Source: an optimization exercise on an open RTL-to-GDS flow (aim: small area). Production flows keep margins and buffers that such runs may drop.
Where RTL was checked, it was by simulation tests only, not by an equivalence proof against the original.
Only the layout flow was run in run 1; the RTL was not checked for function there.
Power is estimated from default activity; no workload was simulated.

## flow/config.mk

```make
export PLATFORM = sky130hd
export DESIGN_NAME = alu
export DESIGN_NICKNAME = alu
export VERILOG_FILES = /design/flow/design.v
export SDC_FILE = /design/flow/constraint.sdc
export NUM_CORES = 4
export LEC_CHECK = 0
export CAP_MARGIN = 20
export CORE_MARGIN = 2
export CORE_UTILIZATION = 40
export GPL_TIMING_DRIVEN = 0
export SLEW_MARGIN = 20
export SYNTH_HIERARCHICAL = 1
```

## flow/constraint.sdc

```tcl
create_clock -name core_clock -period 8.0 [get_ports {CLK}]
set_input_delay 1.6000 -clock core_clock [delete_from_list [all_inputs] [get_ports {CLK}]]
set_output_delay 1.6000 -clock core_clock [all_outputs]
set_load 0.01 [all_outputs]
```

## flow/design.v

```verilog
module alu(OPA, OPB, CIN, INP_VALID, CLK, RST, CMD, CE, MODE, COUT, OFLOW, RES, G, E, L, ERR);
    input [7:0] OPA, OPB;
    input CLK, RST, CE, MODE, CIN;
    input [1:0] INP_VALID;
    input [3:0] CMD;
    output reg [15:0] RES;
    output reg COUT;
    output reg OFLOW;
    output reg G;
    output reg E;
    output reg L;
    output reg ERR;
    wire [3:0] fam_d;
    wire [7:0] xan_d, ybn_d;
    wire       cn_d;
    alu_dec u_dec (.OPA(OPA), .OPB(OPB), .CIN(CIN), .INP_VALID(INP_VALID), .CMD(CMD), .CE(CE), .MODE(MODE),
                   .fam_d(fam_d), .xan_d(xan_d), .ybn_d(ybn_d), .cn_d(cn_d));
    reg [3:0] fam;
    reg [7:0] xan, ybn;
    reg       cn;
    always @(posedge CLK) begin
        fam <= fam_d;
        xan <= xan_d;
        ybn <= ybn_d;
        cn  <= cn_d;
    end
    wire s_alu = ~fam[3] & ~fam[2];                  
    wire s_add = ~fam[3] & ~fam[2] & ~fam[1] & fam[0];
    wire s_sub = ~fam[3] & fam[1] & ~fam[0];
    wire s_sgn = ~fam[3] & fam[1] & fam[0];
    wire s_cmp = ~fam[3] & fam[2] & ~fam[0];
    wire s_err = ~fam[3] & fam[2] & fam[0];
    wire s_lo  = fam[3] & fam[1];                    
    wire s_hi  = fam[3] & fam[0];                    
    wire s_mul = fam[2] & fam[1];                    
    wire s_sft = fam[3] & fam[2] & ~fam[1];          
    wire [8:0] Sn;
    wire [8:0] cyn;
    assign cyn[0] = cn;
    genvar k;
    generate for (k = 0; k < 8; k = k + 1) begin : add
        alu_fa u_fa (.a(xan[k]), .b(ybn[k]), .c(cyn[k]), .s(Sn[k]), .co(cyn[k+1]));
    end endgenerate
    assign Sn[8] = cyn[8];
    wire [8:0] S = ~Sn;
    wire [15:0] P;
    alu_mul u_mul (.xan(xan), .ybn(ybn), .mul(s_mul), .P(P));
    wire xa7 = ~xan[7];
    wire yb7 = ~ybn[7];
    wire z8  = ~|S[7:0];
    wire r8  = xa7 ^ yb7 ^ S[8];
    wire neg = s_cmp ? ~S[8] : r8;
    wire gel = s_cmp | s_sgn;
    wire [15:0] res_d;
    assign res_d[7:0]  = ({8{s_alu}} & S[7:0]) | ({8{s_lo}} & P[7:0]) | ({8{s_hi}} & P[15:8]) |
                         ({8{s_sft}} & {P[6:0], 1'b0});
    assign res_d[15:8] = ({8{s_mul}} & P[15:8]) | ({8{s_sft}} & P[14:7]) | {8{s_sgn & r8}};
    wire cout_d  = (s_add & S[8]) | (s_sgn & r8);
    wire oflow_d = (s_sub & ~S[8]) | (s_sgn & ~(xa7 ^ yb7) & (S[7] ^ xa7));
    wire g_d     = gel & ~neg & ~z8;
    wire e_d     = gel & ~neg & z8;
    wire l_d     = gel & neg;
    always @(posedge CLK or posedge RST) begin
        if (RST) begin
            RES <= 16'd0;
            COUT <= 1'b0;
            OFLOW <= 1'b0;
            G <= 1'b0;
            E <= 1'b0;
            L <= 1'b0;
            ERR <= 1'b0;
        end else begin
            RES <= res_d;
            COUT <= cout_d;
            OFLOW <= oflow_d;
            G <= g_d;
            E <= e_d;
            L <= l_d;
            ERR <= s_err;
        end
    end
endmodule
module alu_dec(OPA, OPB, CIN, INP_VALID, CMD, CE, MODE, fam_d, xan_d, ybn_d, cn_d);
    input [7:0] OPA, OPB;
    input CE, MODE, CIN;
    input [1:0] INP_VALID;
    input [3:0] CMD;
    output [3:0] fam_d;
    output [7:0] xan_d, ybn_d;
    output cn_d;
    wire [3:0] t;
    wire yinv, yen;
    wire [7:0] oh;
    alu_ctl u_ctl (.OPB(OPB), .CIN(CIN), .INP_VALID(INP_VALID), .CMD(CMD), .CE(CE), .MODE(MODE),
                   .fam_d(fam_d), .t(t), .yinv(yinv), .yen(yen), .oh(oh), .cn_d(cn_d));
    genvar k;
    generate for (k = 0; k < 8; k = k + 1) begin : bitk
        alu_xbit u_x (.a(OPA[k]), .b(OPB[k]), .t(t), .xn(xan_d[k]));
        alu_ybit u_y (.b(OPB[k]), .yinv(yinv), .yen(yen), .oh(oh[k]), .yn(ybn_d[k]));
    end endgenerate
endmodule
module alu_xbit(a, b, t, xn);
    input a, b;
    input [3:0] t;
    output xn;
    assign xn = ~(a ? (b ? t[3] : t[2]) : (b ? t[1] : t[0]));
endmodule
module alu_ybit(b, yinv, yen, oh, yn);
    input b, yinv, yen, oh;
    output yn;
    assign yn = ~(((b ^ yinv) & yen) | oh);
endmodule
module alu_ctl(OPB, CIN, INP_VALID, CMD, CE, MODE, fam_d, t, yinv, yen, oh, cn_d);
    input [7:0] OPB;
    input CE, MODE, CIN;
    input [1:0] INP_VALID;
    input [3:0] CMD;
    output [3:0] fam_d;
    output reg [3:0] t;
    output yinv, yen;
    output [7:0] oh;
    output cn_d;
    wire M = MODE;
    wire [3:0] C = CMD;
    wire [2:0] s = OPB[2:0];
    wire q = CIN & (&OPB);        
    wire e = |OPB[7:3];           
    wire unA1 = M & ~C[3] & C[2] & ~C[1];    
    wire unB1 = M & ~C[3] & C[2] & C[1];     
    wire unA0 = ~M & ((~C[3] & C[2] & C[1] & ~C[0]) | (C[3] & ~C[2] & ~C[1]));   
    wire unB0 = ~M & ((~C[3] & C[2] & C[1] & C[0]) | (C[3] & ~C[2] & C[1]));     
    wire exists = M ? ~(C[3] & C[2] & (C[1] | C[0])) : ~(C[3] & C[2] & C[1]);
    wire vok = ((unA1 | unA0) & INP_VALID[0]) | ((unB1 | unB0) & INP_VALID[1]) |
               (~(unA1 | unA0 | unB1 | unB0) & INP_VALID[0] & INP_VALID[1]);
    wire ok = CE & exists & vok;
    reg [3:0] f;
    always @* begin
        if (M) begin
            if (~C[3]) f = {2'b00, C[0] & ~(C[1] & ~C[2] & q), ~C[2] & (~C[0] | (C[1] & q))};
            else case (C[2:0])
                3'd0: f = 4'b0100;
                3'd1: f = 4'b1110;
                3'd2: f = 4'b1100;
                default: f = 4'b0011;
            endcase
        end else begin
            if (~C[3]) f = 4'b0000;
            else if (~C[2]) f = {2'b10, C[0], ~C[0]};
            else f = e ? 4'b0101 : 4'b1011;
        end
    end
    assign fam_d = ok ? f : 4'b1000;
    assign yen  = M & ~(~C[3] & C[2] & ~C[1]);
    assign yinv = C[3] ? (~C[1] & ~C[0]) : (C[0] & ~C[2]);
    wire yff  = M & ~C[3] & C[2] & ~C[1] & C[0];    
    wire ohen = ~M & C[3];
    wire dir = C[2] & C[0];
    wire [2:0] u = C[2] ? s : {~C[0], ~C[0], 1'b1};
    wire [2:0] r;
    assign r[0] = u[0];
    assign r[1] = u[1] ^ (dir & u[0]);
    assign r[2] = u[2] ^ (dir & (u[1] | u[0]));
    wire [3:0] lo = {r[1] & r[0], r[1] & ~r[0], ~r[1] & r[0], ~r[1] & ~r[0]} | {4{yff}};
    wire [1:0] hi = ({r[2], ~r[2]} & {2{ohen}}) | {2{yff}};
    assign oh = {lo & {4{hi[1]}}, lo & {4{hi[0]}}};
    reg c_d;
    always @* begin
        if (M) begin
            if (~C[3]) c_d = C[2] ? ~C[0] : (C[1] ? (CIN ^ C[0]) : C[0]);
            else       c_d = ~(C[1] & C[0]);
        end else c_d = 1'b0;
    end
    assign cn_d = ~c_d;
    always @* begin
        if (M) t = C[3] ? 4'b1100 : (C[2] & C[1]) ? {4{C[0]}} : 4'b1100;
        else case (C)
            4'd0: t = 4'b1000;   
            4'd1: t = 4'b0111;   
            4'd2: t = 4'b1110;   
            4'd3: t = 4'b0001;   
            4'd4: t = 4'b0110;   
            4'd5: t = 4'b1001;   
            4'd6: t = 4'b0011;   
            4'd7: t = 4'b0101;   
            4'd10, 4'd11: t = 4'b1010;  
            default: t = 4'b1100;   
        endcase
    end
endmodule
module alu_mul(xan, ybn, mul, P);
    input [7:0] xan, ybn;
    input mul;
    output [15:0] P;
    wire [7:0] xa = ~xan;
    wire [7:0] yb = ~ybn;
    wire pp_1_1 = ~(xan[1] | ybn[1]);
    wire pp_1_2 = ~(xan[1] | ybn[2]);
    wire pp_1_3 = ~(xan[1] | ybn[3]);
    wire pp_1_4 = ~(xan[1] | ybn[4]);
    wire pp_1_5 = ~(xan[1] | ybn[5]);
    wire pp_1_6 = ~(xan[1] | ybn[6]);
    wire pp_1_7 = ~(xan[1] | ybn[7]);
    wire pp_2_1 = ~(xan[2] | ybn[1]);
    wire pp_2_2 = ~(xan[2] | ybn[2]);
    wire pp_2_3 = ~(xan[2] | ybn[3]);
    wire pp_2_4 = ~(xan[2] | ybn[4]);
    wire pp_2_5 = ~(xan[2] | ybn[5]);
    wire pp_2_6 = ~(xan[2] | ybn[6]);
    wire pp_2_7 = ~(xan[2] | ybn[7]);
    wire pp_3_1 = ~(xan[3] | ybn[1]);
    wire pp_3_2 = ~(xan[3] | ybn[2]);
    wire pp_3_3 = ~(xan[3] | ybn[3]);
    wire pp_3_4 = ~(xan[3] | ybn[4]);
    wire pp_3_5 = ~(xan[3] | ybn[5]);
    wire pp_3_6 = ~(xan[3] | ybn[6]);
    wire pp_3_7 = ~(xan[3] | ybn[7]);
    wire pp_4_1 = ~(xan[4] | ybn[1]);
    wire pp_4_2 = ~(xan[4] | ybn[2]);
    wire pp_4_3 = ~(xan[4] | ybn[3]);
    wire pp_4_4 = ~(xan[4] | ybn[4]);
    wire pp_4_5 = ~(xan[4] | ybn[5]);
    wire pp_4_6 = ~(xan[4] | ybn[6]);
    wire pp_4_7 = ~(xan[4] | ybn[7]);
    wire pp_5_1 = ~(xan[5] | ybn[1]);
    wire pp_5_2 = ~(xan[5] | ybn[2]);
    wire pp_5_3 = ~(xan[5] | ybn[3]);
    wire pp_5_4 = ~(xan[5] | ybn[4]);
    wire pp_5_5 = ~(xan[5] | ybn[5]);
    wire pp_5_6 = ~(xan[5] | ybn[6]);
    wire pp_5_7 = ~(xan[5] | ybn[7]);
    wire pp_6_1 = ~(xan[6] | ybn[1]);
    wire pp_6_2 = ~(xan[6] | ybn[2]);
    wire pp_6_3 = ~(xan[6] | ybn[3]);
    wire pp_6_4 = ~(xan[6] | ybn[4]);
    wire pp_6_5 = ~(xan[6] | ybn[5]);
    wire pp_6_6 = ~(xan[6] | ybn[6]);
    wire pp_6_7 = ~(xan[6] | ybn[7]);
    wire pp_7_1 = ~(xan[7] | ybn[1]);
    wire pp_7_2 = ~(xan[7] | ybn[2]);
    wire pp_7_3 = ~(xan[7] | ybn[3]);
    wire pp_7_4 = ~(xan[7] | ybn[4]);
    wire pp_7_5 = ~(xan[7] | ybn[5]);
    wire pp_7_6 = ~(xan[7] | ybn[6]);
    wire pp_7_7 = ~(xan[7] | ybn[7]);
    wire m1 = yb[0] & mul, m0 = mul ^ yb[0];
    wire n1 = xa[0] & mul, n0 = mul ^ xa[0];
    wire r0_0 = (xa[0] & m0);
    wire r0_1 = (xa[0] & m1) | (xa[1] & m0);
    wire r0_2 = (xa[1] & m1) | (xa[2] & m0);
    wire r0_3 = (xa[2] & m1) | (xa[3] & m0);
    wire r0_4 = (xa[3] & m1) | (xa[4] & m0);
    wire r0_5 = (xa[4] & m1) | (xa[5] & m0);
    wire r0_6 = (xa[5] & m1) | (xa[6] & m0);
    wire r0_7 = (xa[6] & m1) | (xa[7] & m0);
    wire r0_8 = (xa[7] & m1);
    wire c0_1 = (yb[1] & n0);
    wire c0_2 = (yb[1] & n1) | (yb[2] & n0);
    wire c0_3 = (yb[2] & n1) | (yb[3] & n0);
    wire c0_4 = (yb[3] & n1) | (yb[4] & n0);
    wire c0_5 = (yb[4] & n1) | (yb[5] & n0);
    wire c0_6 = (yb[5] & n1) | (yb[6] & n0);
    wire c0_7 = (yb[6] & n1) | (yb[7] & n0);
    wire c0_8 = (yb[7] & n1);
    wire b0m = yb[0] & mul;
    wire fs1, fc2;
    wire fs3, fc4;
    wire fs5, fc6;
    wire fs7, fc8;
    wire fs9, fc10;
    wire fs11, fc12;
    wire fs13, fc14;
    wire fs15, fc16;
    wire fs17, fc18;
    wire fs19, fc20;
    wire fs21, fc22;
    wire fs23, fc24;
    wire fs25, fc26;
    wire fs27, fc28;
    wire fs29, fc30;
    wire fs31, fc32;
    wire fs33, fc34;
    wire fs35, fc36;
    wire fs37, fc38;
    wire fs39, fc40;
    wire fs41, fc42;
    wire fs43, fc44;
    wire fs45, fc46;
    wire fs47, fc48;
    wire fs49, fc50;
    wire fs51, fc52;
    wire fs53, fc54;
    wire fs55, fc56;
    wire fs57, fc58;
    wire fs59, fc60;
    wire fs61, fc62;
    wire fs63, fc64;
    wire fs65, fc66;
    wire fs67, fc68;
    wire fs69, fc70;
    wire fs71, fc72;
    wire fs73, fc74;
    wire fs75, fc76;
    wire fs77, fc78;
    wire fs79, fc80;
    wire fs81, fc82;
    wire fs83, fc84;
    wire fs85, fc86;
    wire fs87, fc88;
    wire fs89, fc90;
    wire fs91, fc92;
    wire fs93, fc94;
    wire fs95, fc96;
    wire fs97, fc98;
    wire fs99, fc100;
    wire fs101, fc102;
    wire hs103, hc104;
    wire hs105, hc106;
    wire hs107, hc108;
    wire hs109, hc110;
    wire hs111, hc112;
    wire hs113, hc114;
    wire hs115, hc116;
    wire hs117, hc118;
    wire hs119, hc120;
    wire hs121, hc122;
    wire hs123, hc124;
    wire hs125, hc126;
    wire hs127, hc128;
    wire xs129;
    alu_fa u_fs1 (.a(r0_0), .b(b0m), .c(mul), .s(fs1), .co(fc2));
    alu_fa u_fs3 (.a(r0_1), .b(c0_1), .c(fc2), .s(fs3), .co(fc4));
    alu_fa u_fs5 (.a(pp_1_1), .b(r0_2), .c(c0_2), .s(fs5), .co(fc6));
    alu_fa u_fs7 (.a(pp_1_2), .b(pp_2_1), .c(r0_3), .s(fs7), .co(fc8));
    alu_fa u_fs9 (.a(c0_3), .b(fc6), .c(fs7), .s(fs9), .co(fc10));
    alu_fa u_fs11 (.a(pp_1_3), .b(pp_2_2), .c(pp_3_1), .s(fs11), .co(fc12));
    alu_fa u_fs13 (.a(r0_4), .b(c0_4), .c(fs11), .s(fs13), .co(fc14));
    alu_fa u_fs15 (.a(fc8), .b(fs13), .c(fc10), .s(fs15), .co(fc16));
    alu_fa u_fs17 (.a(pp_1_4), .b(pp_2_3), .c(pp_3_2), .s(fs17), .co(fc18));
    alu_fa u_fs19 (.a(pp_4_1), .b(r0_5), .c(c0_5), .s(fs19), .co(fc20));
    alu_fa u_fs21 (.a(fc12), .b(fs17), .c(fs19), .s(fs21), .co(fc22));
    alu_fa u_fs23 (.a(fc14), .b(fs21), .c(fc16), .s(fs23), .co(fc24));
    alu_fa u_fs25 (.a(pp_1_5), .b(pp_2_4), .c(pp_3_3), .s(fs25), .co(fc26));
    alu_fa u_fs27 (.a(pp_4_2), .b(pp_5_1), .c(r0_6), .s(fs27), .co(fc28));
    alu_fa u_fs29 (.a(c0_6), .b(fc18), .c(fs25), .s(fs29), .co(fc30));
    alu_fa u_fs31 (.a(fc20), .b(fs27), .c(fs29), .s(fs31), .co(fc32));
    alu_fa u_fs33 (.a(fc22), .b(fs31), .c(fc24), .s(fs33), .co(fc34));
    alu_fa u_fs35 (.a(pp_1_6), .b(pp_2_5), .c(pp_3_4), .s(fs35), .co(fc36));
    alu_fa u_fs37 (.a(pp_4_3), .b(pp_5_2), .c(pp_6_1), .s(fs37), .co(fc38));
    alu_fa u_fs39 (.a(r0_7), .b(c0_7), .c(fc26), .s(fs39), .co(fc40));
    alu_fa u_fs41 (.a(fs35), .b(fs37), .c(fc28), .s(fs41), .co(fc42));
    alu_fa u_fs43 (.a(fc30), .b(fs39), .c(fs41), .s(fs43), .co(fc44));
    alu_fa u_fs45 (.a(fc32), .b(fs43), .c(fc34), .s(fs45), .co(fc46));
    alu_fa u_fs47 (.a(pp_1_7), .b(pp_2_6), .c(pp_3_5), .s(fs47), .co(fc48));
    alu_fa u_fs49 (.a(pp_4_4), .b(pp_5_3), .c(pp_6_2), .s(fs49), .co(fc50));
    alu_fa u_fs51 (.a(pp_7_1), .b(r0_8), .c(c0_8), .s(fs51), .co(fc52));
    alu_fa u_fs53 (.a(fc36), .b(fc38), .c(fs47), .s(fs53), .co(fc54));
    alu_fa u_fs55 (.a(fs49), .b(fs51), .c(fc40), .s(fs55), .co(fc56));
    alu_fa u_fs57 (.a(fs53), .b(fc42), .c(fs55), .s(fs57), .co(fc58));
    alu_fa u_fs59 (.a(fc44), .b(fs57), .c(fc46), .s(fs59), .co(fc60));
    alu_fa u_fs61 (.a(pp_2_7), .b(pp_3_6), .c(pp_4_5), .s(fs61), .co(fc62));
    alu_fa u_fs63 (.a(pp_5_4), .b(pp_6_3), .c(pp_7_2), .s(fs63), .co(fc64));
    alu_fa u_fs65 (.a(fc48), .b(fc50), .c(fs61), .s(fs65), .co(fc66));
    alu_fa u_fs67 (.a(fs63), .b(fc52), .c(fc54), .s(fs67), .co(fc68));
    alu_fa u_fs69 (.a(fs65), .b(fc56), .c(fs67), .s(fs69), .co(fc70));
    alu_fa u_fs71 (.a(fc58), .b(fs69), .c(fc60), .s(fs71), .co(fc72));
    alu_fa u_fs73 (.a(pp_3_7), .b(pp_4_6), .c(pp_5_5), .s(fs73), .co(fc74));
    alu_fa u_fs75 (.a(pp_6_4), .b(pp_7_3), .c(fc62), .s(fs75), .co(fc76));
    alu_fa u_fs77 (.a(fc64), .b(fs73), .c(fc66), .s(fs77), .co(fc78));
    alu_fa u_fs79 (.a(fs75), .b(fc68), .c(fs77), .s(fs79), .co(fc80));
    alu_fa u_fs81 (.a(fc70), .b(fs79), .c(fc72), .s(fs81), .co(fc82));
    alu_fa u_fs83 (.a(pp_4_7), .b(pp_5_6), .c(pp_6_5), .s(fs83), .co(fc84));
    alu_fa u_fs85 (.a(pp_7_4), .b(fc74), .c(fs83), .s(fs85), .co(fc86));
    alu_fa u_fs87 (.a(fc76), .b(fs85), .c(fc78), .s(fs87), .co(fc88));
    alu_fa u_fs89 (.a(fc80), .b(fs87), .c(fc82), .s(fs89), .co(fc90));
    alu_fa u_fs91 (.a(pp_5_7), .b(pp_6_6), .c(pp_7_5), .s(fs91), .co(fc92));
    alu_fa u_fs93 (.a(fc84), .b(fs91), .c(fc86), .s(fs93), .co(fc94));
    alu_fa u_fs95 (.a(fs93), .b(fc88), .c(fc90), .s(fs95), .co(fc96));
    alu_fa u_fs97 (.a(pp_6_7), .b(pp_7_6), .c(fc92), .s(fs97), .co(fc98));
    alu_fa u_fs99 (.a(fs97), .b(fc94), .c(fc96), .s(fs99), .co(fc100));
    alu_fa u_fs101 (.a(pp_7_7), .b(fc98), .c(fc100), .s(fs101), .co(fc102));
    alu_ha u_hs103 (.a(fc4), .b(fs5), .s(hs103), .co(hc104));
    alu_ha u_hs105 (.a(fs9), .b(hc104), .s(hs105), .co(hc106));
    alu_ha u_hs107 (.a(fs15), .b(hc106), .s(hs107), .co(hc108));
    alu_ha u_hs109 (.a(fs23), .b(hc108), .s(hs109), .co(hc110));
    alu_ha u_hs111 (.a(fs33), .b(hc110), .s(hs111), .co(hc112));
    alu_ha u_hs113 (.a(fs45), .b(hc112), .s(hs113), .co(hc114));
    alu_ha u_hs115 (.a(fs59), .b(hc114), .s(hs115), .co(hc116));
    alu_ha u_hs117 (.a(fs71), .b(hc116), .s(hs117), .co(hc118));
    alu_ha u_hs119 (.a(fs81), .b(hc118), .s(hs119), .co(hc120));
    alu_ha u_hs121 (.a(fs89), .b(hc120), .s(hs121), .co(hc122));
    alu_ha u_hs123 (.a(fs95), .b(hc122), .s(hs123), .co(hc124));
    alu_ha u_hs125 (.a(fs99), .b(hc124), .s(hs125), .co(hc126));
    alu_ha u_hs127 (.a(fs101), .b(hc126), .s(hs127), .co(hc128));
    assign xs129 = fc102 ^ hc128;
    assign P = {xs129, hs127, hs125, hs123, hs121, hs119, hs117, hs115, hs113, hs111, hs109, hs107, hs105, hs103, fs3, fs1};
endmodule
module alu_fa(a, b, c, s, co);
    input a, b, c;
    output s, co;
    assign s  = a ^ b ^ c;
    assign co = (a & b) | (a & c) | (b & c);
endmodule
module alu_ha(a, b, s, co);
    input a, b;
    output s, co;
    assign s  = a ^ b;
    assign co = a & b;
endmodule
```

## flow/flow/run.sh

```bash
#!/bin/bash
# Standard ORFS flow, with the port buffers made from the smallest buffer cell
# and no dummy loads in the clock tree. make's full output goes to flow.log.
set -eo pipefail
export BUFFER_PORTS_ARGS="-buffer_cell sky130_fd_sc_hd__buf_1"
export REMOVE_ABC_BUFFERS=1
export CTS_ARGS="-sink_clustering_enable -repair_clock_nets -buf_list sky130_fd_sc_hd__clkbuf_8 -dont_use_dummy_load"
bash standard.sh > flow.log 2>&1
```

## flow/standard.sh

```bash
#!/bin/bash
# synth_recipe.tcl (not shown) runs the flow's synth.tcl, then flattens the netlist and writes it again
# the make line also repeats each setting of config.mk as NAME=value (left out here)
make -C /OpenROAD-flow-scripts/flow DESIGN_CONFIG=/design/flow/config.mk WORK_HOME=/design/flow/orfs CLKGATE_MAP_FILE= SYNTH_SCRIPT=/design/flow/synth_recipe.tcl "${@:-finish}"
```

==> results of run 1 <==
[state kept, by name, indices dropped and copies added (netlist names)]
name and cells:
cn 1, ERR 1, RES 16, COUT 1, G 1, E 1, fam 4, xan 8
L 1, OFLOW 1, ybn 8
[per-layer routing]
metal / vias to the layer above / track usage
met1: 1561 / 0.241
met5: - / 0
met3: 6 / 0.0279
li1: 1515 / -
met2: 119 / 0.269
met4: 0 / 0.0253
[final timing paths]
kind,startpoint,end,slack (ns),cells after the start
setup / recovery,fam[2],RES[7],0.37,22
hold reg to reg,cn,RES[0],0.68,2
min in group asynchronous,RST,OFLOW,1.40,2
setup reg to reg,fam[2],RES[7],0.37,22
hold / removal,cn,RES[0],0.68,2
max in group asynchronous,RST,RES[14],6.12,2
[placed cells by master (no fill, tap or decap), drive strengths merged, types with 4 or more instances in the layout]
master	instances
ha	19
inv	20
fa	59
nand2	18
a211oi	4
buf	48
nor2	67
nor2b	5
dfxtp	21
nor3b	5
o2bb2ai	7
xor2	10
clkbuf	5
dfrtp	22
o22ai	15
a22oi	17
a21oi	19
o21ai	23
mux4	8
and2	4
[repair_timing]
action	in CTS	in global routing
setup endpoints to repair	0	5
hold endpoints to repair	0	0
buffers inserted	0	0
hold buffers	0	0
resized for setup	0	2
[cell type report]
class	instances	area, µm²	area share
clock buffer	5	68.8	0.0152
inverter	20	75.1	0.0166
multi-input combinational	329	3060	0.675
sequential	43	975	0.215
tap	140	175	0.0386
timing repair buffer	48	180	0.0397
[worst min-delay path: stages (launching register included)]
cell and delay, ns:
dfxtp_1 0.32, fa_1 0.21, o21ai_0 0.11
[cell families (layout without fill, tap and decap cells)]
family	after synthesis	count (layout)	share of synthesized area
buf+inv	65	73	0.0929
simple gates	128	128	0.144
xor+xnor	13	13	0.0287
mux	9	9	0.0428
compound gates	101	101	0.154
fa+ha+maj	78	78	0.319
flops	43	43	0.219
[through the flow]
stage | std cells | total power [mW]
floorplan | 392 | 0.570
global placement | 580 | 0.690
detailed placement | 580 | 0.695
CTS | 585 | 0.816
global route | 585 | 0.893
finish | 585 | 0.809
[per-module statistics from Yosys, one instance, submodules excluded, excerpt]
module | flops+latches | cell area, µm²
alu | 43 | 1510
alu_ctl | 0 | 644
alu_fa | 0 | 20.0
alu_ha | 0 | 12.5
alu_mul | 0 | 623
alu_xbit | 0 | 26.3
alu_ybit | 0 | 13.8
[power by group through the flow]
stage               logic [mW]  clock network, mW  registers [mW]
floorplan                0.302                  0           0.268
global placement         0.413                  0           0.277
detailed placement       0.418                  0           0.278
CTS                      0.423              0.120           0.273
global route             0.486              0.130           0.277
finish                   0.421              0.115           0.273
==> impl_metrics.py, run 1 <==
metrics = {
    "drt": {
        "met1_length_um": 4380,
        "vias_per_cell": 5.47,
        "drt_wl_total_um": 9220,
        "drt_drc_violations_left": 0,
        "num_vias": 3201,
        "wl_met2_um": 4170,
        "dr_wl_met3_um": 619,
        "final_antenna_net_count": 0,
        "wl_per_cell_um": 15.8,
        "routed.top_layer": "met4",
        "first_iter_violations": 241,
        "first_pass_iters": 5,
    },
    "pwr": {
        "switching_share": 0.410,
        "p_switching_mw": 0.332,
        "p_int_mw": 0.477,
        "ir_drop_mv": 0.0744,
        "combPwrFrac": 0.520,
        "p_clk_frac": 0.142,
        "seq_power_share": 0.338,
        "power_density_nw_per_um2": 179,
        "p_leak_nw": 2.02,
    },
    "sta": {
        "tns_ns": 0,
        "clock_skew_ns": 0.0190,
        "finalHoldViolCount": 0,
        "relSlewSlack": 0.397,
        "holdWs_ns": 0.676,
        "worstMarginPinSlew_ns": 0.897,
        "fin_ws_ns": 0.366,
        "setup_viol": 0,
        "period_needed_ns": 7.63,
        "rsz0062_at_grt": "false",
        "clock.fmax_mhz": 131,
        "finalMaxSlewViolations": 0,
        "fin_crit_sh": 0.954,
    },
    "synthesis": {
        "yosysMostFrequentCell": "nor2_1",
        "yosysWarningCount": 8,
        "yosysSeqAreaShare": 0.219,
        "synth_edf_count": 0,
        "synth-seq-cells": 43,
        "yosys.area.top_type": "fa_1",
        "syn_area_per_cell_um2": 10.2,
        "synth_top_area_frac": 0.266,
        "synth_cells": 437,
        "async_flop_share": 0.512,
        "synthFlopType": "dfrtp_1",
        "netlist_top_cells_count": "nor2_1, fa_1, dfrtp_1, dfxtp_1",
        "synthesis.area_um2": 4440,
        "yosys.cell_types.count": 65,
        "ys_top_cells_by_area": "fa_1, dfrtp_1, dfxtp_1",
    },
    "clock_network": {
        "h-tree-depth": 2,
        "cts_root_buf": "clkbuf_8",
        "clk_latency_ns": 0.29,
        "cts_buffer_depth": 2,
        "cts_tree": "done",
        "cts_made_buffers": 5,
        "clk_pin_slew_worst_paths_ns": 0.08,
        "clock-sinks": 43,
    },
    "setup_path": {
        "path_max_fanout": 12,
        "slowest_stage": "dfxtp_1",
        "crit_buf_inv": 1,
        "crit_type": "reg -> reg",
        "crit_top_cell": "fa_1",
        "max_stage_delay_ns": 0.56,
        "cpLargestDelayFamily": "adder cells",
        "required_ns": 8.18,
        "endpoint_kind": "flip-flop",
        "worstPathArrival_ns": 7.81,
        "path_cells": "and2_2, ha_1, inv_2, o22ai_1, fa_1, fa_1, fa_1, fa_1, fa_1, fa_1, fa_1, fa_1, fa_1, fa_1, fa_1, fa_1, fa_1, ha_1, xor2_1, a22oi_1, o21ai_0, o2bb2ai_1",
        "critPathLaunchType": "flip-flop",
    },
    "floorplanning": {
        "die_w_um": 109,
        "die-area_um2": 12000,
        "num_rows": 38,
        "die_h_um": 109,
        "initial_core_util": 0.410,
        "ios": 49,
        "core_region_area_um2": 10800,
    },
    "placed_design": {
        "place_hpwl_um": 7330,
        "port_buffers": 48,
        "pre_cts_slack_ns": 0.0447,
        "gp_congestion": 0.821,
        "place_area_um2": 4460,
    },
    "layout": {
        "postLayoutCoreUtil": 0.418,
        "finalNetCount": 552,
        "diodes": 0,
        "syn_to_final_growth_pct": 2.03,
        "drive_gt1_frac": 0.0652,
        "nFillCells": 1075,
        "fin_area_um2": 4530,
    },
    "global_routing": {
        "track_usage": 0.167,
        "grt_max_degree": 30,
        "antenna_found_initial": 0,
        "grt_pass1_vias": 3204,
        "grt_pass1_wl_um": 15800,
        "grt_overflow": 0,
    },
    "flow_run": {
        "maxCapViolCount": 0,
    },
    "worst_hold_path": {
        "hp-class": "reg -> reg",
    },
    "run_status": {
        "status": "timing/DRC/antenna clean",
    },
}
==> run 2: changes to the inputs <==
--- a/flow/design.v
+++ b/flow/design.v
@@ -154,12 +154,11 @@
     assign yinv = C[3] ? (~C[1] & ~C[0]) : (C[0] & ~C[2]);
     wire yff  = M & ~C[3] & C[2] & ~C[1] & C[0];    
     wire ohen = ~M & C[3];
-    wire dir = C[2] & C[0];
-    wire [2:0] u = C[2] ? s : {~C[0], ~C[0], 1'b1};
+    wire dir = C[0] ^ ~C[2];
     wire [2:0] r;
-    assign r[0] = u[0];
-    assign r[1] = u[1] ^ (dir & u[0]);
-    assign r[2] = u[2] ^ (dir & (u[1] | u[0]));
+    assign r[0] = s[0] | ~C[2];
+    assign r[1] = C[2] ? (s[1] ^ (dir & s[0])) : dir;
+    assign r[2] = C[2] ? (s[2] ^ (dir & (s[1] | s[0]))) : dir;
     wire [3:0] lo = {r[1] & r[0], r[1] & ~r[0], ~r[1] & r[0], ~r[1] & ~r[0]} | {4{yff}};
     wire [1:0] hi = ({r[2], ~r[2]} & {2{ohen}}) | {2{yff}};
     assign oh = {lo & {4{hi[1]}}, lo & {4{hi[0]}}};
==> impl_metrics.py, run 2 <==
metrics = {
    "drt": {
        "drt_wl_total_um": 9410,
        "num_vias": 3224,
        "final_antenna_net_count": 0,
        "drt_drc_violations_left": 0,
        "vias_per_cell": 5.47,
        "routed.top_layer": "met4",
        "first_pass_iters": 4,
        "first_iter_violations": 183,
        "dr_wl_met3_um": 628,
        "wl_per_cell_um": 16.0,
        "met1_length_um": 4450,
        "wl_met2_um": 4260,
    },
    "global_routing": {
        "grt_max_degree": 30,
        "grt_pass1_vias": 3215,
        "antenna_found_initial": 0,
        "grt_pass1_wl_um": 15900,
        "grt_overflow": 0,
        "track_usage": 0.169,
    },
    "clock_network": {
        "h-tree-depth": 2,
        "cts_made_buffers": 5,
        "clk_latency_ns": 0.30,
        "post-cts-setup-buffers": 0,
        "clk_pin_slew_worst_paths_ns": 0.08,
        "cts_tree": "done",
        "cts_root_buf": "clkbuf_8",
        "clock-sinks": 43,
        "cts_buffer_depth": 2,
    },
    "layout": {
        "largest_reg_flops": 16,
        "diodes": 0,
        "reg_top3": "RES: 16 flops, xan: 8 flops, ybn: 8 flops",
        "fin_area_um2": 4580,
        "nFillCells": 1044,
        "finalNonFillerCells": 589,
        "syn_to_final_growth_pct": 1.78,
        "top_register": "RES",
        "final_common_cell": "nor2_1",
        "finalNetCount": 558,
        "drive_gt1_frac": 0.0735,
        "mostFrequentLayoutCells": "nor2_1, fa_1, buf_1",
    },
    "sta": {
        "finalMaxSlewViolations": 0,
        "period_needed_ns": 7.49,
        "clock_skew_ns": 0.0150,
        "rsz0062_at_grt": "false",
        "relSlewSlack": 0.364,
        "worstMarginPinSlew_ns": 0.954,
        "setup_viol": 0,
        "fin_crit_sh": 0.937,
        "clock.fmax_mhz": 133,
        "tns_ns": 0,
        "finalHoldViolCount": 0,
    },
    "pwr": {
        "p_leak_nw": 2.02,
        "ir_drop_mv": 0.0911,
        "power_density_nw_per_um2": 179,
        "total_power_mw": 0.821,
    },
    "placed_design": {
        "port_buffers": 48,
        "place_hpwl_um": 7300,
        "gp_congestion": 0.857,
        "dpl.cell_count": 584,
        "place_area_um2": 4500,
    },
    "synthesis": {
        "synth_edf_count": 0,
        "yosysMostFrequentCell": "nor2_1",
        "yosysSeqAreaShare": 0.216,
        "synthesis.area_um2": 4500,
        "syn_area_per_cell_um2": 10.2,
        "netlist_top_cells_count": "nor2_1, fa_1, dfrtp_1, dfxtp_1, ha_1",
        "yosys.cell_types.count": 65,
        "yosys.area.top_type": "fa_1",
        "synth-seq-cells": 43,
        "synth_cells": 442,
        "yosysWarningCount": 8,
        "synth_top_area_frac": 0.262,
        "async_flop_share": 0.512,
        "synthFlopType": "dfrtp_1",
        "ys_top_cells_by_area": "fa_1, dfrtp_1, dfxtp_1",
    },
    "setup_path": {
        "crit_type": "reg -> reg",
        "max_stage_delay_ns": 0.51,
        "worstPathArrival_ns": 7.68,
        "ff2ff_path_depth": 22,
        "cpLargestDelayFamily": "adder cells",
        "crit_top_cell": "fa_1",
        "critPathLaunchType": "flip-flop",
        "slowest_stage": "dfxtp_4",
        "path_cells": "and2_2, ha_1, inv_2, o22ai_1, fa_1, fa_1, fa_1, fa_1, fa_1, fa_1, fa_1, fa_1, fa_1, fa_1, fa_1, fa_1, fa_1, ha_1, xor2_1, a22oi_1, o21ai_0, o2bb2ai_1",
        "endpoint_kind": "flip-flop",
        "cp.depth": 22,
        "required_ns": 8.19,
        "crit_buf_inv": 1,
        "path_max_fanout": 29,
    },
    "worst_hold_path": {
        "hp-class": "reg -> reg",
        "hold_depth": 2,
    },
    "floorplanning": {
        "initial_core_util": 0.413,
        "num_rows": 38,
        "ios": 49,
        "die_h_um": 110,
        "core_region_area_um2": 10900,
        "die-area_um2": 12100,
        "die_w_um": 110,
    },
    "run_status": {
        "status": "timing/DRC/antenna clean",
    },
    "flow_run": {
        "maxCapViolCount": 0,
    },
}
run 2: cell type report:
type                    count  area, µm²  area share
well taps                 140        175      0.0382
repair buffers             48        180      0.0393
multi-input cells         332       3100       0.677
inverters                  21       78.8      0.0172
clock buffers               5       68.8      0.0150
flip-flops and latches     43        976       0.213
run 2: layer usage:
layer	vias up	track usage
met5	-	0
met4	0	0.0298
met3	8	0.0353
met2	109	0.265
met1	1583	0.243
li1	1524	-
run 2: path summary, 6_finish.rpt:
| path | startpoint | end | slack, ns |
|---|---|---|---|
| max in group asynchronous | RST | RES[11] | 6.14 |
| max | fam[1] | RES[7] | 0.51 |
| min reg2reg | cn | RES[0] | 0.68 |
| min in group asynchronous | RST | E | 1.39 |
| min | cn | RES[0] | 0.68 |
| max reg2reg | fam[1] | RES[7] | 0.51 |
run 2: kinds of logic after synthesis:
family                     synth area share
DFF                                   0.216
and+or+nand+nor                       0.137
AOI/OAI and AO/OA                     0.155
adders and majority gates             0.321
xor gates and xnor gates             0.0303
buffers and inverters                0.0967
muxes                                0.0445
run 2: power breakdown:
group | internal, mW | total, mW | switching (mW)
sequential | 0.234 | 0.274 | 0.0401
combinational | 0.190 | 0.426 | 0.236
clock | 0.0562 | 0.121 | 0.0650
run 2: worst min-delay path: stages (launching register included):
cell and delay (ns):
dfxtp_1 0.33, fa_1 0.21, o21ai_0 0.11
run 2: what timing repair did:
item | CTS | global route
setup endpoints to repair | 0 | 5
gates resized for setup | 0 | 3
hold buffers | 0 | 0
run 2: per-stage QoR:
stage                     hold slack [ns]  setup slack [ns]  utilization
after floorplan                     0.567             0.654            -
after global placement              0.664             0.139        0.413
after detailed placement            0.674            0.0723        0.413
after CTS                           0.681            0.0799        0.420
after global routing                0.731            0.0892        0.421
final                               0.678             0.505        0.421
run 2: Yosys stat by module (local to each module, per instance), a selection:
module    cells inside  copies in the design  area (µm²)
alu_xbit             2                     8        26.3
alu_ybit             2                     8        13.8
alu_ctl            107                     1         703
alu_ha               1                    13        12.5
alu_mul            105                     1         623
alu                126                     1        1510
alu_fa               1                    59        20.0
==> run 3: changes to the inputs <==
--- a/flow/design.v
+++ b/flow/design.v
@@ -34,17 +34,9 @@
     wire s_hi  = fam[3] & fam[0];                    
     wire s_mul = fam[2] & fam[1];                    
     wire s_sft = fam[3] & fam[2] & ~fam[1];          
-    wire [8:0] Sn;
-    wire [8:0] cyn;
-    assign cyn[0] = cn;
-    genvar k;
-    generate for (k = 0; k < 8; k = k + 1) begin : add
-        alu_fa u_fa (.a(xan[k]), .b(ybn[k]), .c(cyn[k]), .s(Sn[k]), .co(cyn[k+1]));
-    end endgenerate
-    assign Sn[8] = cyn[8];
-    wire [8:0] S = ~Sn;
     wire [15:0] P;
-    alu_mul u_mul (.xan(xan), .ybn(ybn), .mul(s_mul), .P(P));
+    alu_mul u_mul (.xan(xan), .ybn(ybn), .cn(cn), .add(~fam[3]), .mul(s_mul), .P(P));
+    wire [8:0] S = P[8:0];
     wire xa7 = ~xan[7];
     wire yb7 = ~ybn[7];
     wire z8  = ~|S[7:0];
@@ -52,7 +44,7 @@
     wire neg = s_cmp ? ~S[8] : r8;
     wire gel = s_cmp | s_sgn;
     wire [15:0] res_d;
-    assign res_d[7:0]  = ({8{s_alu}} & S[7:0]) | ({8{s_lo}} & P[7:0]) | ({8{s_hi}} & P[15:8]) |
+    assign res_d[7:0]  = ({8{s_alu | s_lo}} & P[7:0]) | ({8{s_hi}} & P[15:8]) |
                          ({8{s_sft}} & {P[6:0], 1'b0});
     assign res_d[15:8] = ({8{s_mul}} & P[15:8]) | ({8{s_sft}} & P[14:7]) | {8{s_sgn & r8}};
     wire cout_d  = (s_add & S[8]) | (s_sgn & r8);
@@ -154,11 +146,12 @@
     assign yinv = C[3] ? (~C[1] & ~C[0]) : (C[0] & ~C[2]);
     wire yff  = M & ~C[3] & C[2] & ~C[1] & C[0];    
     wire ohen = ~M & C[3];
-    wire dir = C[0] ^ ~C[2];
+    wire dir = C[2] & C[0];
+    wire [2:0] u = C[2] ? s : {~C[0], ~C[0], 1'b1};
     wire [2:0] r;
-    assign r[0] = s[0] | ~C[2];
-    assign r[1] = C[2] ? (s[1] ^ (dir & s[0])) : dir;
-    assign r[2] = C[2] ? (s[2] ^ (dir & (s[1] | s[0]))) : dir;
+    assign r[0] = u[0];
+    assign r[1] = u[1] ^ (dir & u[0]);
+    assign r[2] = u[2] ^ (dir & (u[1] | u[0]));
     wire [3:0] lo = {r[1] & r[0], r[1] & ~r[0], ~r[1] & r[0], ~r[1] & ~r[0]} | {4{yff}};
     wire [1:0] hi = ({r[2], ~r[2]} & {2{ohen}}) | {2{yff}};
     assign oh = {lo & {4{hi[1]}}, lo & {4{hi[0]}}};
@@ -186,63 +179,63 @@
         endcase
     end
 endmodule
-module alu_mul(xan, ybn, mul, P);
+module alu_mul(xan, ybn, cn, add, mul, P);
     input [7:0] xan, ybn;
-    input mul;
+    input cn, add, mul;
     output [15:0] P;
     wire [7:0] xa = ~xan;
     wire [7:0] yb = ~ybn;
-    wire pp_1_1 = ~(xan[1] | ybn[1]);
-    wire pp_1_2 = ~(xan[1] | ybn[2]);
-    wire pp_1_3 = ~(xan[1] | ybn[3]);
-    wire pp_1_4 = ~(xan[1] | ybn[4]);
-    wire pp_1_5 = ~(xan[1] | ybn[5]);
-    wire pp_1_6 = ~(xan[1] | ybn[6]);
-    wire pp_1_7 = ~(xan[1] | ybn[7]);
-    wire pp_2_1 = ~(xan[2] | ybn[1]);
-    wire pp_2_2 = ~(xan[2] | ybn[2]);
-    wire pp_2_3 = ~(xan[2] | ybn[3]);
-    wire pp_2_4 = ~(xan[2] | ybn[4]);
-    wire pp_2_5 = ~(xan[2] | ybn[5]);
-    wire pp_2_6 = ~(xan[2] | ybn[6]);
-    wire pp_2_7 = ~(xan[2] | ybn[7]);
-    wire pp_3_1 = ~(xan[3] | ybn[1]);
-    wire pp_3_2 = ~(xan[3] | ybn[2]);
-    wire pp_3_3 = ~(xan[3] | ybn[3]);
-    wire pp_3_4 = ~(xan[3] | ybn[4]);
-    wire pp_3_5 = ~(xan[3] | ybn[5]);
-    wire pp_3_6 = ~(xan[3] | ybn[6]);
-    wire pp_3_7 = ~(xan[3] | ybn[7]);
-    wire pp_4_1 = ~(xan[4] | ybn[1]);
-    wire pp_4_2 = ~(xan[4] | ybn[2]);
-    wire pp_4_3 = ~(xan[4] | ybn[3]);
-    wire pp_4_4 = ~(xan[4] | ybn[4]);
-    wire pp_4_5 = ~(xan[4] | ybn[5]);
-    wire pp_4_6 = ~(xan[4] | ybn[6]);
-    wire pp_4_7 = ~(xan[4] | ybn[7]);
-    wire pp_5_1 = ~(xan[5] | ybn[1]);
-    wire pp_5_2 = ~(xan[5] | ybn[2]);
-    wire pp_5_3 = ~(xan[5] | ybn[3]);
-    wire pp_5_4 = ~(xan[5] | ybn[4]);
-    wire pp_5_5 = ~(xan[5] | ybn[5]);
-    wire pp_5_6 = ~(xan[5] | ybn[6]);
-    wire pp_5_7 = ~(xan[5] | ybn[7]);
-    wire pp_6_1 = ~(xan[6] | ybn[1]);
-    wire pp_6_2 = ~(xan[6] | ybn[2]);
-    wire pp_6_3 = ~(xan[6] | ybn[3]);
-    wire pp_6_4 = ~(xan[6] | ybn[4]);
-    wire pp_6_5 = ~(xan[6] | ybn[5]);
-    wire pp_6_6 = ~(xan[6] | ybn[6]);
-    wire pp_6_7 = ~(xan[6] | ybn[7]);
-    wire pp_7_1 = ~(xan[7] | ybn[1]);
-    wire pp_7_2 = ~(xan[7] | ybn[2]);
-    wire pp_7_3 = ~(xan[7] | ybn[3]);
-    wire pp_7_4 = ~(xan[7] | ybn[4]);
-    wire pp_7_5 = ~(xan[7] | ybn[5]);
-    wire pp_7_6 = ~(xan[7] | ybn[6]);
-    wire pp_7_7 = ~(xan[7] | ybn[7]);
-    wire m1 = yb[0] & mul, m0 = mul ^ yb[0];
-    wire n1 = xa[0] & mul, n0 = mul ^ xa[0];
+    wire pp_1_1 = ~(xan[1] | ybn[1] | add);
+    wire pp_1_2 = ~(xan[1] | ybn[2] | add);
+    wire pp_1_3 = ~(xan[1] | ybn[3] | add);
+    wire pp_1_4 = ~(xan[1] | ybn[4] | add);
+    wire pp_1_5 = ~(xan[1] | ybn[5] | add);
+    wire pp_1_6 = ~(xan[1] | ybn[6] | add);
+    wire pp_1_7 = ~(xan[1] | ybn[7] | add);
+    wire pp_2_1 = ~(xan[2] | ybn[1] | add);
+    wire pp_2_2 = ~(xan[2] | ybn[2] | add);
+    wire pp_2_3 = ~(xan[2] | ybn[3] | add);
+    wire pp_2_4 = ~(xan[2] | ybn[4] | add);
+    wire pp_2_5 = ~(xan[2] | ybn[5] | add);
+    wire pp_2_6 = ~(xan[2] | ybn[6] | add);
+    wire pp_2_7 = ~(xan[2] | ybn[7] | add);
+    wire pp_3_1 = ~(xan[3] | ybn[1] | add);
+    wire pp_3_2 = ~(xan[3] | ybn[2] | add);
+    wire pp_3_3 = ~(xan[3] | ybn[3] | add);
+    wire pp_3_4 = ~(xan[3] | ybn[4] | add);
+    wire pp_3_5 = ~(xan[3] | ybn[5] | add);
+    wire pp_3_6 = ~(xan[3] | ybn[6] | add);
+    wire pp_3_7 = ~(xan[3] | ybn[7] | add);
+    wire pp_4_1 = ~(xan[4] | ybn[1] | add);
+    wire pp_4_2 = ~(xan[4] | ybn[2] | add);
+    wire pp_4_3 = ~(xan[4] | ybn[3] | add);
+    wire pp_4_4 = ~(xan[4] | ybn[4] | add);
+    wire pp_4_5 = ~(xan[4] | ybn[5] | add);
+    wire pp_4_6 = ~(xan[4] | ybn[6] | add);
+    wire pp_4_7 = ~(xan[4] | ybn[7] | add);
+    wire pp_5_1 = ~(xan[5] | ybn[1] | add);
+    wire pp_5_2 = ~(xan[5] | ybn[2] | add);
+    wire pp_5_3 = ~(xan[5] | ybn[3] | add);
+    wire pp_5_4 = ~(xan[5] | ybn[4] | add);
+    wire pp_5_5 = ~(xan[5] | ybn[5] | add);
+    wire pp_5_6 = ~(xan[5] | ybn[6] | add);
+    wire pp_5_7 = ~(xan[5] | ybn[7] | add);
+    wire pp_6_1 = ~(xan[6] | ybn[1] | add);
+    wire pp_6_2 = ~(xan[6] | ybn[2] | add);
+    wire pp_6_3 = ~(xan[6] | ybn[3] | add);
+    wire pp_6_4 = ~(xan[6] | ybn[4] | add);
+    wire pp_6_5 = ~(xan[6] | ybn[5] | add);
+    wire pp_6_6 = ~(xan[6] | ybn[6] | add);
+    wire pp_6_7 = ~(xan[6] | ybn[7] | add);
+    wire pp_7_1 = ~(xan[7] | ybn[1] | add);
+    wire pp_7_2 = ~(xan[7] | ybn[2] | add);
+    wire pp_7_3 = ~(xan[7] | ybn[3] | add);
+    wire pp_7_4 = ~(xan[7] | ybn[4] | add);
+    wire pp_7_5 = ~(xan[7] | ybn[5] | add);
+    wire pp_7_6 = ~(xan[7] | ybn[6] | add);
+    wire pp_7_7 = ~(xan[7] | ybn[7] | add);
+    wire m1 = yb[0] & mul, m0 = add | (mul ^ yb[0]);
+    wire n1 = xa[0] & mul, n0 = add | (mul ^ xa[0]);
     wire r0_0 = (xa[0] & m0);
     wire r0_1 = (xa[0] & m1) | (xa[1] & m0);
     wire r0_2 = (xa[1] & m1) | (xa[2] & m0);
@@ -260,7 +253,8 @@
     wire c0_6 = (yb[5] & n1) | (yb[6] & n0);
     wire c0_7 = (yb[6] & n1) | (yb[7] & n0);
     wire c0_8 = (yb[7] & n1);
-    wire b0m = yb[0] & mul;
+    wire b0m = yb[0] & (mul | add);
+    wire c0 = mul | (add & ~cn);
     wire fs1, fc2;
     wire fs3, fc4;
     wire fs5, fc6;
@@ -326,7 +320,7 @@
     wire hs125, hc126;
     wire hs127, hc128;
     wire xs129;
-    alu_fa u_fs1 (.a(r0_0), .b(b0m), .c(mul), .s(fs1), .co(fc2));
+    alu_fa u_fs1 (.a(r0_0), .b(b0m), .c(c0), .s(fs1), .co(fc2));
     alu_fa u_fs3 (.a(r0_1), .b(c0_1), .c(fc2), .s(fs3), .co(fc4));
     alu_fa u_fs5 (.a(pp_1_1), .b(r0_2), .c(c0_2), .s(fs5), .co(fc6));
     alu_fa u_fs7 (.a(pp_1_2), .b(pp_2_1), .c(r0_3), .s(fs7), .co(fc8));
--- a/flow/flow/run.sh
+++ b/flow/flow/run.sh
@@ -4,5 +4,6 @@
 set -eo pipefail
 export BUFFER_PORTS_ARGS="-buffer_cell sky130_fd_sc_hd__buf_1"
 export REMOVE_ABC_BUFFERS=1
+export RECOVER_POWER=100
 export CTS_ARGS="-sink_clustering_enable -repair_clock_nets -buf_list sky130_fd_sc_hd__clkbuf_8 -dont_use_dummy_load"
 bash standard.sh > flow.log 2>&1
==> impl_metrics.py, run 3 <==
metrics = {
    "pwr": {
        "p_leak_nw": 1.99,
        "power_density_nw_per_um2": 184,
        "ir_drop_mv": 0.126,
    },
    "global_routing": {
        "grt_overflow": 0,
        "track_usage": 0.168,
        "grt_pass1_vias": 3013,
        "antenna_found_initial": 0,
        "grt_pass1_wl_um": 15300,
        "grt_max_degree": 31,
    },
    "drt": {
        "vias_per_cell": 5.64,
        "num_vias": 3145,
        "final_antenna_net_count": 0,
        "first_pass_iters": 4,
        "first_iter_violations": 135,
        "drt_drc_violations_left": 0,
        "wl_per_cell_um": 16.4,
        "drt_wl_total_um": 9130,
    },
    "layout": {
        "top_register": "RES",
        "drive_gt1_frac": 0.104,
        "reg_top3": "RES: 16 flops, xan: 8 flops, ybn: 8 flops",
        "mostFrequentLayoutCells": "fa_1, buf_1, nor3_1",
        "nFillCells": 1005,
        "seqCellArea_um2": 971,
        "fin_area_um2": 4390,
        "final_common_cell": "fa_1",
        "postLayoutCoreUtil": 0.426,
        "finalNonFillerCells": 558,
        "diodes": 0,
        "largest_reg_flops": 16,
        "syn_to_final_growth_pct": 3.08,
        "multi_input_comb_area_um2": 2920,
        "finalNetCount": 521,
    },
    "placed_design": {
        "dpl.cell_count": 553,
        "pre_cts_slack_ns": 0.209,
        "place_area_um2": 4340,
        "gp_congestion": 0.836,
        "place_hpwl_um": 7190,
        "port_buffers": 48,
    },
    "synthesis": {
        "synthesis.area_um2": 4260,
        "yosysSeqAreaShare": 0.228,
        "synthFlopType": "dfrtp_1",
        "synth-seq-cells": 43,
        "yosysMostFrequentCell": "fa_1",
        "synth_cells": 415,
        "yosys.area.top_type": "fa_1",
        "syn_area_per_cell_um2": 10.3,
        "synth_edf_count": 0,
        "netlist_top_cells_count": "fa_1, nor3_1, dfrtp_1",
        "ys_top_cells_by_area": "fa_1, dfrtp_1, dfxtp_1",
        "yosysWarningCount": 8,
        "synth_top_area_frac": 0.240,
        "yosys.cell_types.count": 64,
        "async_flop_share": 0.512,
    },
    "setup_path": {
        "required_ns": 8.17,
        "crit_type": "reg -> reg",
        "critPathLaunchType": "flip-flop",
        "rr_startpoint": "fam[1]",
        "path_max_fanout": 12,
        "crit_start": "fam[1]",
        "worstPathArrival_ns": 7.86,
        "endpoint_kind": "flip-flop",
    },
    "clock_network": {
        "clk_latency_ns": 0.29,
        "cts_buffer_depth": 2,
        "clk_pin_slew_worst_paths_ns": 0.07,
        "cts_made_buffers": 5,
        "cts_tree": "done",
        "clock-sinks": 43,
        "cts_root_buf": "clkbuf_8",
        "post-cts-setup-buffers": 0,
        "h-tree-depth": 2,
    },
    "floorplanning": {
        "die_h_um": 107,
        "initial_core_util": 0.413,
        "ios": 49,
        "core_region_area_um2": 10300,
        "die_w_um": 107,
        "num_rows": 37,
        "die-area_um2": 11500,
    },
    "sta": {
        "setup_viol": 0,
        "clock_skew_ns": 0.0103,
        "fin_crit_sh": 0.961,
        "rsz0062_at_grt": "false",
        "relSlewSlack": 0.0791,
        "fin_ws_ns": 0.315,
        "finalMaxSlewViolations": 0,
        "period_needed_ns": 7.68,
        "worstMarginPinSlew_ns": 1.37,
        "clock.fmax_mhz": 130,
        "finalHoldViolCount": 0,
    },
    "worst_hold_path": {
        "hp-start": "fam[2]",
        "hp-class": "reg -> reg",
    },
    "flow_run": {
        "maxCapViolCount": 0,
    },
    "run_status": {
        "status": "timing/DRC/antenna clean",
    },
}
==> run 3: cell count changes in the layout (fill, tap and decap cells not counted), moves of 11 or more <==
| cell | before | now |
|---|---|---|
| a221o_1 | 0 | 15 |
| nor2_1 | 73 | 21 |
| nor3_1 | 8 | 31 |
| and3_1 | 1 | 12 |
| nor2_2 | 0 | 21 |
| a22oi_1 | 15 | 2 |
==> run 3: cell type report <==
cell class              instances  area share
well taps                     136      0.0387
flip-flops and latches         43       0.221
multi-input cells             306       0.664
inverters                      19      0.0162
clock buffers                   5      0.0157
repair buffers                 49      0.0444
==> run 3: metrics by stage <==
stage	setup TNS, ns	hold WS (ns)	power, mW
global placement	-0.114	0.530	0.696
finish	0	0.533	0.808
CTS	0	0.540	0.827
detailed placement	0	0.536	0.705
floorplan	0	0.487	0.572
global route	0	0.555	0.885
==> run 3: worst max-delay path, cell delays in order (launching register included) <==
cell     delay, ns
dfxtp_1       0.45
and2_2        0.33
ha_1          0.28
nor2_2        0.29
o22ai_1       0.14
fa_1          0.45
fa_1          0.43
fa_1          0.39
fa_1          0.39
fa_1          0.39
fa_1          0.38
fa_1          0.39
fa_1          0.39
fa_1          0.38
fa_1          0.39
fa_1          0.40
fa_1          0.41
fa_1          0.45
ha_1          0.22
xor2_1        0.17
and3_1        0.19
a221o_1       0.26
==> run 3: path summary, 6_finish.rpt <==
kind | depth (start not counted) | slack (ns) | to
hold reg to reg | 1 | 0.53 | ERR
setup / recovery | 21 | 0.32 | RES[7]
hold / removal | 1 | 0.53 | ERR
min in group asynchronous | 2 | 1.42 | RES[6]
setup reg to reg | 21 | 0.32 | RES[7]
max in group asynchronous | 2 | 6.09 | COUT
==> run 3: power by group <==
| group | internal (mW) | switching (mW) | total [mW] |
|---|---|---|---|
| Sequential | 0.234 | 0.0316 | 0.266 |
| Clock | 0.0562 | 0.0643 | 0.120 |
| Combinational | 0.186 | 0.235 | 0.422 |
==> run 3: per-layer routing <==
metal | global-route usage | up-vias | routed length [µm]
li1 | - | 1481 | -
met1 | 0.236 | 1556 | 4180
met2 | 0.271 | 98 | 4340
met3 | 0.0316 | 10 | 499
met4 | 0.0353 | 0 | 106
met5 | 0 | - | 0
==> run 3: cell families after synthesis <==
family	synth area share
simple gates	0.181
compound gates	0.135
fa+ha+maj	0.295
buf+inv	0.0854
flops	0.228
xor+xnor	0.0302
mux	0.0446
==> run 3: repair_timing <==
item                                    4_1_cts  5_1_grt
endpoints found under the setup margin        0        3
hold buffers                                  0        0
resized for setup                             0        1
hold endpoints to repair                      0        0
==> run 3: modules after synthesis, one instance, submodules excluded, excerpt <==
module    flip-flops and latches  area (µm²)
alu_ha                         0        12.5
alu_ybit                       0        13.8
alu_ctl                        0         644
alu_mul                        0         686
alu_fa                         0        20.0
alu                           43        1430
alu_xbit                       0        26.3
==> run 4: changes to the inputs <==
--- a/flow/flow/run.sh
+++ b/flow/flow/run.sh
@@ -4,6 +4,5 @@
 set -eo pipefail
 export BUFFER_PORTS_ARGS="-buffer_cell sky130_fd_sc_hd__buf_1"
 export REMOVE_ABC_BUFFERS=1
-export RECOVER_POWER=100
 export CTS_ARGS="-sink_clustering_enable -repair_clock_nets -buf_list sky130_fd_sc_hd__clkbuf_8 -dont_use_dummy_load"
 bash standard.sh > flow.log 2>&1
==> impl_metrics.py, run 4 <==
metrics = {
    "run_status": {
        "status": "timing/DRC/antenna clean",
    },
    "synthesis": {
        "yosysMostFrequentCell": "fa_1",
        "yosys.area.top_type": "fa_1",
        "synthesis.area_um2": 4260,
        "syn_area_per_cell_um2": 10.3,
        "async_flop_share": 0.512,
        "synthFlopType": "dfrtp_1",
        "ys_top_cells_by_area": "fa_1, dfrtp_1, dfxtp_1",
        "synth-seq-cells": 43,
        "yosysSeqAreaShare": 0.228,
        "netlist_top_cells_count": "fa_1, nor3_1, dfrtp_1",
        "synth_cells": 415,
        "yosys.cell_types.count": 64,
        "synth_edf_count": 0,
        "synth_top_area_frac": 0.240,
        "yosysWarningCount": 8,
    },
    "setup_path": {
        "slowest_stage": "dfxtp_1",
        "cpLargestDelayFamily": "adder cells",
        "worstPathArrival_ns": 7.87,
        "crit_top_cell": "fa_1",
        "path_max_fanout": 12,
        "path_cells": "and2_2, ha_1, nor2_2, o22ai_1, fa_1, fa_1, fa_1, fa_1, fa_1, fa_1, fa_1, fa_1, fa_1, fa_1, fa_1, fa_1, fa_1, ha_1, xor2_1, and3_1, a221o_1",
        "endpoint_kind": "flip-flop",
        "rr_startpoint": "fam[1]",
        "reg2reg_slack_ns": 0.31,
        "crit_buf_inv": 0,
        "ff2ff_path_depth": 21,
        "required_ns": 8.18,
        "max_stage_delay_ns": 0.45,
        "critPathLaunchType": "flip-flop",
        "rr_endpoint": "RES[7]",
        "crit_type": "reg -> reg",
    },
    "pwr": {
        "ir_drop_mv": 0.126,
        "p_leak_nw": 1.99,
        "total_power_mw": 0.814,
        "power_density_nw_per_um2": 185,
    },
    "drt": {
        "num_vias": 3154,
        "first_pass_iters": 5,
        "drt_drc_violations_left": 0,
        "wl_per_cell_um": 16.4,
        "final_antenna_net_count": 0,
        "vias_per_cell": 5.65,
        "drt_wl_total_um": 9130,
        "first_iter_violations": 130,
    },
    "floorplanning": {
        "initial_core_util": 0.413,
        "die-area_um2": 11500,
        "ios": 49,
        "num_rows": 37,
        "die_w_um": 107,
        "die_h_um": 107,
        "core_region_area_um2": 10300,
    },
    "sta": {
        "worstMarginPinSlew_ns": 0.941,
        "period_needed_ns": 7.69,
        "finalHoldViolCount": 0,
        "setup_viol": 0,
        "clock_skew_ns": 0.00947,
        "rsz0062_at_grt": "false",
        "fin_crit_sh": 0.961,
        "finalMaxSlewViolations": 0,
        "fin_ws_ns": 0.309,
        "tns_ns": 0,
        "clock.fmax_mhz": 130,
        "relSlewSlack": 0.373,
    },
    "clock_network": {
        "h-tree-depth": 2,
        "clock-sinks": 43,
        "cts_tree": "done",
        "cts_made_buffers": 5,
        "ctsHoldBuffers": 0,
        "clk_pin_slew_worst_paths_ns": 0.07,
        "cts_buffer_depth": 2,
        "cts_root_buf": "clkbuf_8",
        "clk_latency_ns": 0.29,
    },
    "placed_design": {
        "dpl.cell_count": 553,
        "gp_congestion": 0.836,
        "pre_cts_slack_ns": 0.209,
        "place_area_um2": 4340,
        "place_hpwl_um": 7190,
        "port_buffers": 48,
    },
    "flow_run": {
        "maxCapViolCount": 0,
    },
    "layout": {
        "drive_gt1_frac": 0.111,
        "largest_reg_flops": 16,
        "finalNetCount": 521,
        "reg_top3": "RES: 16 flops, xan: 8 flops, ybn: 8 flops",
        "top_register": "RES",
        "final_common_cell": "fa_1",
        "mostFrequentLayoutCells": "fa_1, buf_1, nor3_1",
        "diodes": 0,
        "finalNonFillerCells": 558,
        "fin_area_um2": 4410,
        "syn_to_final_growth_pct": 3.35,
    },
    "worst_hold_path": {
        "hp-class": "reg -> reg",
        "hold_depth": 1,
        "hp-start": "fam[2]",
        "whs_endpoint": "ERR",
    },
    "global_routing": {
        "antenna_found_initial": 0,
        "grt_max_degree": 31,
        "grt_pass1_vias": 3013,
        "grt_overflow": 0,
        "track_usage": 0.168,
        "grt_pass1_wl_um": 15300,
    },
}
## run 4: cell count changes in the layout (fill, tap and decap cells not counted), sizes merged
cell and change:
buf +2, clkbuf -2
## run 4: per-layer routing
metal / share of wire / vias to the layer above / routed length [µm] / GRT usage
li1: - / 1481 / - / -
met1: 0.46 / 1560 / 4190 / 0.236
met2: 0.47 / 101 / 4330 / 0.271
met3: 0.053 / 12 / 488 / 0.0316
met4: 0.013 / 0 / 121 / 0.0353
met5: 0 / - / 0 / 0
## run 4: logic make-up (layout without fill, tap and decap cells)
group           count (synthesis)  in the layout  synth area share
compound gates                 79             79             0.135
mux                             9              9            0.0446
xor+xnor                       13             13            0.0302
buf+inv                        66             73            0.0854
flops                          43             43             0.228
fa+ha+maj                      70             70             0.295
simple gates                  135            135             0.181
## run 4: layout make-up
| cell class | instances | area, µm² |
|---|---|---|
| clock buffers | 5 | 68.8 |
| fillers | 1004 | 5920 |
| well taps | 136 | 170 |
| inverters | 19 | 71.3 |
| repair buffers | 49 | 195 |
| flip-flops and latches | 43 | 971 |
| multi-input cells | 306 | 2930 |
## run 4: how the worst max path moves through the flow
stage           start      to  slack, ns  cells past startpoint
3_3_place_gp   fam[3]  RES[7]      -0.08                     20
3_5_place_dp   fam[1]  RES[7]       0.21                     21
2_1_floorplan  fam[3]  RES[7]       0.51                     20
5_1_grt        fam[3]  RES[7]      0.008                     20
6_report       fam[1]  RES[7]       0.31                     21
4_1_cts        fam[1]  RES[7]       0.17                     21
## run 4: modules after synthesis, one instance, submodules excluded, excerpt
module | copies in the design | cells inside | flops+latches
alu_ybit | 8 | 2 | 0
alu_mul | 1 | 116 | 0
alu_xbit | 8 | 2 | 0
alu_ha | 13 | 1 | 0
alu | 1 | 101 | 43
alu_ctl | 1 | 102 | 0
alu_fa | 51 | 1 | 0
## run 4: stage by stage
| step | hold WS, ns | util |
|---|---|---|
| 2_1_floorplan | 0.487 | - |
| 3_3_place_gp | 0.530 | 0.418 |
| 3_5_place_dp | 0.536 | 0.420 |
| 4_1_cts | 0.540 | 0.427 |
| 5_1_grt | 0.555 | 0.427 |
| 6_report | 0.533 | 0.427 |
## run 4: where the power goes
part	total, mW	leakage [nW]	switching (mW)	internal (mW)
Sequential	0.267	0.480	0.0321	0.234
Combinational	0.427	1.47	0.240	0.187
Clock	0.120	0.0359	0.0642	0.0562
## run 4: timing repair
item | CTS | global route
endpoints found under the setup margin | 0 | 3
resized for setup | 0 | 1
setup buffers | 0 | 0
endpoints found under the hold margin | 0 | 0

afterwards: timing with drivers on the ports:
No port has a modelled driver above. Below, the same layouts with a new extraction and two added sets of constraints.
Step 1 sets driving cells, clkbuf_16 on the clock port and buf_2 on the other inputs (assumed; they add their load-dependent delay and slew).
Step 2 times the ports against the registers' clock, not the clock port: input delays grow and output delays shrink by t, the midpoint of the rising clock arrivals with the driver on.
Slacks: no drivers / after step 1 / after step 2; pairs: no drivers / after step 1.
run | t, ns | slack for setup (ns) | worst setup path after step 2
run 1 | 0.309 | 0.366 / 0.366 / 0.366 | register to register
run 2 | 0.321 | 0.505 / 0.505 / 0.505 | register to register
run 3 | 0.317 | 0.315 / 0.315 / 0.315 | register to register
run 4 | 0.318 | 0.309 / 0.309 / 0.309 | register to register
After both steps every run listed still meets setup and hold.
